Background: an optimization exercise with open tools, aiming at small area and a short achievable clock period. Do not read the settings as production practice.
In this exercise RTL edits were held to simulation tests only and were not proved equivalent to the original.

Setup of oak:
## dlfloat16_fpu
module dlfloat16_fpu (
  input             clk,
  input             rst_n,
  input      [3:0]  op,
  input      [2:0]  rm,
  input      [31:0] op1,
  input      [15:0] op2,
  input      [15:0] op3,
  output     [31:0] result,
  output            invalid,
  output            inexact,
  output            overflow,
  output            underflow,
  output            div_by_zero
);
Size in the first run: roughly 3200 cells after synthesis.
clock: 200.0 ns
lec_check: 0
cap_margin: 20
core_margin: 2
core_utilization: 60
slew_margin: 20
standard.sh (not shown) runs the stock make flow with config.mk's settings and CLKGATE_MAP_FILE= SYNTH_SCRIPT=/design/flow/synth_recipe.tcl, a recipe that flattens the netlist after the stock synthesis.
==> flow/flow/run.sh <==
#!/bin/bash
# Own flow: the standard layout (standard.sh, all steps) with these changes:
#  - synthesis keeps the large units (SYNTH_HIERARCHICAL 1, SYNTH_MINIMUM_KEEP_SIZE 1000)
#    until ABC has mapped them, then flattens as synth_recipe.tcl does;
#  - ABC maps the divider (module fp_div, the critical path) with flow/fast.abc and every
#    other module with flow/area.abc, an area-oriented script, instead of ORFS's script;
#  - no full-adder extraction before ABC (ADDER_MAP_FILE empty), so ABC maps the adders;
#  - port buffers are sky130_fd_sc_hd__buf_1 (BUFFER_PORTS_ARGS) instead of the default.
# Registers, floorplan, placement, CTS and routing are the standard flow's own.
set -euo pipefail
W="$(cd "$(dirname "${BASH_SOURCE[0]}")/.." && pwd)"
cd "$W"
{
  head -n 1 synth_recipe.tcl
  cat <<TCL
proc abc {args} {
  set i [lsearch \$args -script]
  set fast \$args
  lset fast [expr {\$i + 1}] {$W/flow/fast.abc}
  set area \$args
  lset area [expr {\$i + 1}] {$W/flow/area.abc}
  yosys tee -o {$W/abc_modules.log} ls
  if {[catch { yosys abc {*}\$fast fp_div } err]} { puts "abc fp_div: \$err" }
  foreach m {dlfloat16_fpu fp_sqrt sq_core fp_mul fp_add fp_i2f fp_round fp_sign fp_cmp fp_f2i} {
    if {[catch { yosys abc {*}\$area \$m } err]} { puts "abc \$m: \$err" }
  }
}
TCL
  tail -n +2 synth_recipe.tcl
} > own_synth.tcl
sed -e "s#SYNTH_SCRIPT=[^ ]*#SYNTH_SCRIPT=$W/own_synth.tcl SYNTH_HIERARCHICAL=1 SYNTH_MINIMUM_KEEP_SIZE=1000 ADDER_MAP_FILE= BUFFER_PORTS_ARGS='-buffer_cell sky130_fd_sc_hd__buf_1'#" standard.sh > own_standard.sh
grep -q "SYNTH_SCRIPT=$W/own_synth.tcl" own_standard.sh
bash own_standard.sh > own_flow.log 2>&1
==> flow/flow/area.abc <==
strash
balance
rewrite
refactor
balance
rewrite
rewrite -z
balance
refactor -z
rewrite -z
balance
dch -f
amap
topo
stime -c
dnsize -c
==> flow/flow/fast.abc <==
strash
dc2
dch -f
map -a
topo
stime -c
dnsize -c
Having completed the whole flow, oak delivered a layout that passed the timing, DRC and antenna checks.
diff inputs: oak => pine
==> flow/flow/fast.abc <==
strash
ifraig
scorr
dc2
strash
dch -f
map -a
topo
stime -c
dnsize -c
diff --git a/flow/config.mk b/flow/config.mk
--- a/flow/config.mk
+++ b/flow/config.mk
@@ -9,3 +9,4 @@
 export CORE_MARGIN = 2
-export CORE_UTILIZATION = 60
+export CORE_UTILIZATION = 70
+export PLACE_DENSITY = 0.8
 export SLEW_MARGIN = 20
[summary]
oak has a higher post-synthesis to final-layout area growth than pine.
Of the two values seen for endpoint of the worst setup timing path, r_lo[1] was produced by pine and r_31 by oak.
| area taken by multi-input logic gates | pine vs oak | about 3% higher |
Comparing oak and pine, setup slack after layout is lower on pine.
Delta (pine minus oak): routed wire length higher, first-iteration DRC count rose by 1486, global-route wire length before repair saw an increase.
Going from oak to pine, via count moved up; area enclosed by the die boundary moved down.
### pine -> birch
==> flow/flow/area.abc <==
strash
&get -n
&deepsyn -T 20
&put
dch -f
amap
topo
stime -c
dnsize -c
diff --git a/flow/config.mk b/flow/config.mk
--- a/flow/config.mk
+++ b/flow/config.mk
@@ -9,4 +9,3 @@
 export CORE_MARGIN = 2
-export CORE_UTILIZATION = 70
-export PLACE_DENSITY = 0.8
+export CORE_UTILIZATION = 60
 export SLEW_MARGIN = 20
## What came out
Compared with pine, birch improves total length of routed wires. Sort birch and pine by area after synthesis desc -> top: pine. Going from pine to birch, core utilization shows a reduction of 11 points, number of detailed-route iterations in the first pass shows a reduction of 3. birch: met2 global-route usage 12 points below pine.
diff inputs: birch => maple
diff --git a/flow/flow/run.sh b/flow/flow/run.sh
--- a/flow/flow/run.sh
+++ b/flow/flow/run.sh
@@ -4,3 +4,4 @@
 #    until ABC has mapped them, then flattens as synth_recipe.tcl does;
-#  - ABC maps the divider (module fp_div, the critical path) with flow/fast.abc and every
+#  - ABC maps the divider (module fp_div, the critical path) with flow/fast.abc (delay
+#    target 22 ns) and every
 #    other module with flow/area.abc, an area-oriented script, instead of ORFS's script;
==> flow/flow/fast.abc <==
strash
&get -n
&deepsyn -T 20
&put
dch -f
map -D 22000
topo
stime -c
dnsize -c
==> run notes <==
maple reached the end of the flow, and the finished layout is clean on the timing, DRC and antenna checks. For overall die area, dividing the value from maple by the value from birch gives 0.925. Higher summed area of non-filler cells in the final layout goes to birch over maple. Looking at normalized max-slew margin, maple sits 7.5 points higher than birch does. Compared with birch, in maple synthesized netlist cell count went down; area of the multi-input gates went down; half-perimeter wire length of the detailed placement result went down. birch leaves less setup margin than maple.
--- input diff maple..cedar ---
diff --git a/flow/config.mk b/flow/config.mk
--- a/flow/config.mk
+++ b/flow/config.mk
@@ -10,2 +10,2 @@
 export CORE_UTILIZATION = 60
-export SLEW_MARGIN = 20
+export SLEW_MARGIN = 60
Notes after the runs:
- On synthesized cell count, maple and cedar are neck and neck.
- cedar against maple: post-layout utilization of the core +0.93 points, non-clock buffer count +4, met3 track demand over resource in global routing +2.4 points, aggregate routed wire length +about 1.3%, number of antenna violations at the first check in global routing -2.

========
== old ==
Another version of the RTL of dlfloat16_fpu (not shown whole).
Size in the first run: ~4400 cells after synthesis, about 75 flip-flops, roughly 110 I/O pins, ~27000 um^2 of cells after synthesis.
Settings: LEC_CHECK=0, ABC_AREA=1, CAP_MARGIN=20, CORE_MARGIN=2, CORE_UTILIZATION=60, SLEW_MARGIN=20; clock period 200.0 ns.
run.sh (not shown) runs the stock make flow with config.mk's settings and CLKGATE_MAP_FILE= SYNTH_SCRIPT=/design/flow/synth_recipe.tcl, a recipe that flattens the netlist after the stock synthesis.
Stock flow here: none of the scripts above is used.
## Diff of input files: new against old
Settings: a deleted ABC_AREA that had been 1; a change of CORE_UTILIZATION from 60 to 40.
==> run notes <==
NOTE: global-route usage in new falls short of that of old. new vs. old: cell depth of the worst min-delay path went down 1; standard-cell row count went up 26%. Between old and new, the flow reports routed wire length increasing by more than 10%. simple AND/OR/NAND/NOR gates as the dominant combinational cell family by area after synthesis was reported by old, and compound AO/OA/AOI/OAI gates by new.

========
exp/ember:
dlfloat16_fpu, a different RTL version from the one above (not shown whole).
Size: about 16000 µm² of cells after synthesis.
export LEC_CHECK = 0
export CAP_MARGIN = 20
export CORE_MARGIN = 2
export CORE_UTILIZATION = 60
export SLEW_MARGIN = 20
create_clock -name core_clock -period 200.0 [get_ports {clk}]
standard.sh (not shown) runs the stock make flow with config.mk's settings and CLKGATE_MAP_FILE= SYNTH_SCRIPT=/design/flow/synth_recipe.tcl, a recipe that flattens the netlist after the stock synthesis.
==> flow/flow/run.sh <==
#!/bin/bash
# Own flow: the standard layout (standard.sh, all steps) with these changes:
#  - synthesis keeps the large units (SYNTH_HIERARCHICAL 1, SYNTH_MINIMUM_KEEP_SIZE 1000)
#    until ABC has mapped them, then flattens as synth_recipe.tcl does;
#  - ABC maps the divider (module fp_div, the critical path) with flow/fast.abc (delay
#    target 24 ns) and every
#    other module with flow/area.abc, an area-oriented script, instead of ORFS's script;
#  - no full-adder extraction before ABC (ADDER_MAP_FILE empty), so ABC maps the adders;
#  - port buffers are sky130_fd_sc_hd__buf_1 (BUFFER_PORTS_ARGS) instead of the default.
# Registers, floorplan, placement, CTS and routing are the standard flow's own.
set -euo pipefail
W="$(cd "$(dirname "${BASH_SOURCE[0]}")/.." && pwd)"
cd "$W"
{
  head -n 1 synth_recipe.tcl
  cat <<TCL
proc abc {args} {
  set i [lsearch \$args -script]
  set fast \$args
  lset fast [expr {\$i + 1}] {$W/flow/fast.abc}
  set area \$args
  lset area [expr {\$i + 1}] {$W/flow/area.abc}
  yosys tee -o {$W/abc_modules.log} ls
  if {[catch { yosys abc {*}\$fast fp_div } err]} { puts "abc fp_div: \$err" }
  foreach m {dlfloat16_fpu fpu_comb fp_sqrt sq_core fp_mul fp_add fp_i2f fp_round fp_sign fp_cmp fp_f2i} {
    if {[catch { yosys abc {*}\$area \$m } err]} { puts "abc \$m: \$err" }
  }
}
TCL
  tail -n +2 synth_recipe.tcl
} > own_synth.tcl
sed -e "s#SYNTH_SCRIPT=[^ ]*#SYNTH_SCRIPT=$W/own_synth.tcl SYNTH_HIERARCHICAL=1 SYNTH_MINIMUM_KEEP_SIZE=1000 ADDER_MAP_FILE= BUFFER_PORTS_ARGS='-buffer_cell sky130_fd_sc_hd__buf_1'#" standard.sh > own_standard.sh
grep -q "SYNTH_SCRIPT=$W/own_synth.tcl" own_standard.sh
bash own_standard.sh > own_flow.log 2>&1
==> flow/flow/area.abc <==
strash
&get -n
&deepsyn -T 20
&put
dch -f
amap
topo
stime -c
dnsize -c
==> flow/flow/fast.abc <==
strash
&get -n
&deepsyn -T 20
&put
dch -f
map -D 24000
topo
stime -c
dnsize -c
The flow did not stop early for exp/ember: all stages ran, and the layout cleared the timing, DRC and antenna checks.
diff inputs: exp/ember => exp/maple
Settings: SLEW_MARGIN: 20 -> 60.
-- flow/flow/run.sh --
<<< exp/ember, line 6
#    target 24 ns) and every
>>> exp/maple, line 6
#    target 22 ns) and every
-- flow/flow/fast.abc --
<<< exp/ember, line 6
map -D 24000
>>> exp/maple, line 6
map -D 22000
Notes after the runs:
- Going from exp/ember to exp/maple, core utilization picked up an extra 1.6 points, share of layout cells above drive strength 1 picked up an extra 2.4 points, met1 track utilization from global routing lost 1.1 points.
- Final-stage net count: exp/maple > exp/ember
- Compared with exp/ember, in exp/maple number of buffers added on ports saw little to no change, die area grew by about 0.6%, portion of the clock cycle consumed by the worst path in the final layout about even, detailed-routed wire length on met3 dropped 6.8%.
#### Input delta (exp/garnet over exp/maple)
Settings: SLEW_MARGIN changed from 60 to 20.
Results
- Delta (exp/garnet minus exp/maple): number of ordinary and repair buffers in the finished layout fell 2, post-route standard cell area excluding fillers fell about 1.6%.
- Going from exp/maple to exp/garnet, post-placement cell area shrank slightly.
- met5 as the topmost layer with routed signal wires was reported by exp/maple, and met4 by exp/garnet.
- Taking exp/maple as the reference, in exp/garnet worst slack after detailed placement fell by 0.13 ns; shortest period the worst path allows went down 0.0070 ns.
- For filler-free cell count of the finished design, exp/maple and exp/garnet come out practically identical.
- exp/maple and exp/garnet ended up with nearly the same sequential share of layout area.

==> what the ideal ports hide <==
No port has a modelled driver above. Below, the same layouts with a new extraction and two added sets of constraints.
Step 1 (the two cells are an assumption about what drives the block):
set clk [get_ports {clk}]
set_driving_cell -lib_cell sky130_fd_sc_hd__clkbuf_16 $clk
set_driving_cell -lib_cell sky130_fd_sc_hd__buf_2 [delete_from_list [all_inputs] $clk]
Step 2 moves the port delays by t, midway between the first and last clock arrival at a register: inputs arrive t later, outputs are due t later. That takes back most of the time a late clock gives input paths.
Three values: ideal ports, drivers, drivers and shift; two values: the first two.
run	t (ns)	setup slack, ns	worst setup path at the end	cell pins on the clock port's net
oak	0.414	158.807 / 158.825 / 158.423	input to register	1
pine	0.422	158.615 / 158.639 / 158.217	input to register	1
birch	0.426	158.049 / 158.074 / 157.648	input to register	1
maple	0.413	158.302 / 158.331 / 157.917	input to register	1
cedar	0.410	158.660 / 158.688 / 158.278	input to register	1
old	0.414	158.449 / 158.399 / 158.391	input to register	1
new	0.451	156.799 / 156.799 / 156.799	register to register	1
exp/ember	0.412	158.794 / 158.820 / 158.408	input to register	1
exp/maple	0.409	158.886 / 158.835 / 158.875	input to register	1
exp/garnet	0.407	158.893 / 158.842 / 158.709	input to register	1
After both steps every run listed still meets setup and hold. For birch, which loses most, drivers alone change the setup slack by +0.025 ns; drivers and shift together by -0.401 ns.
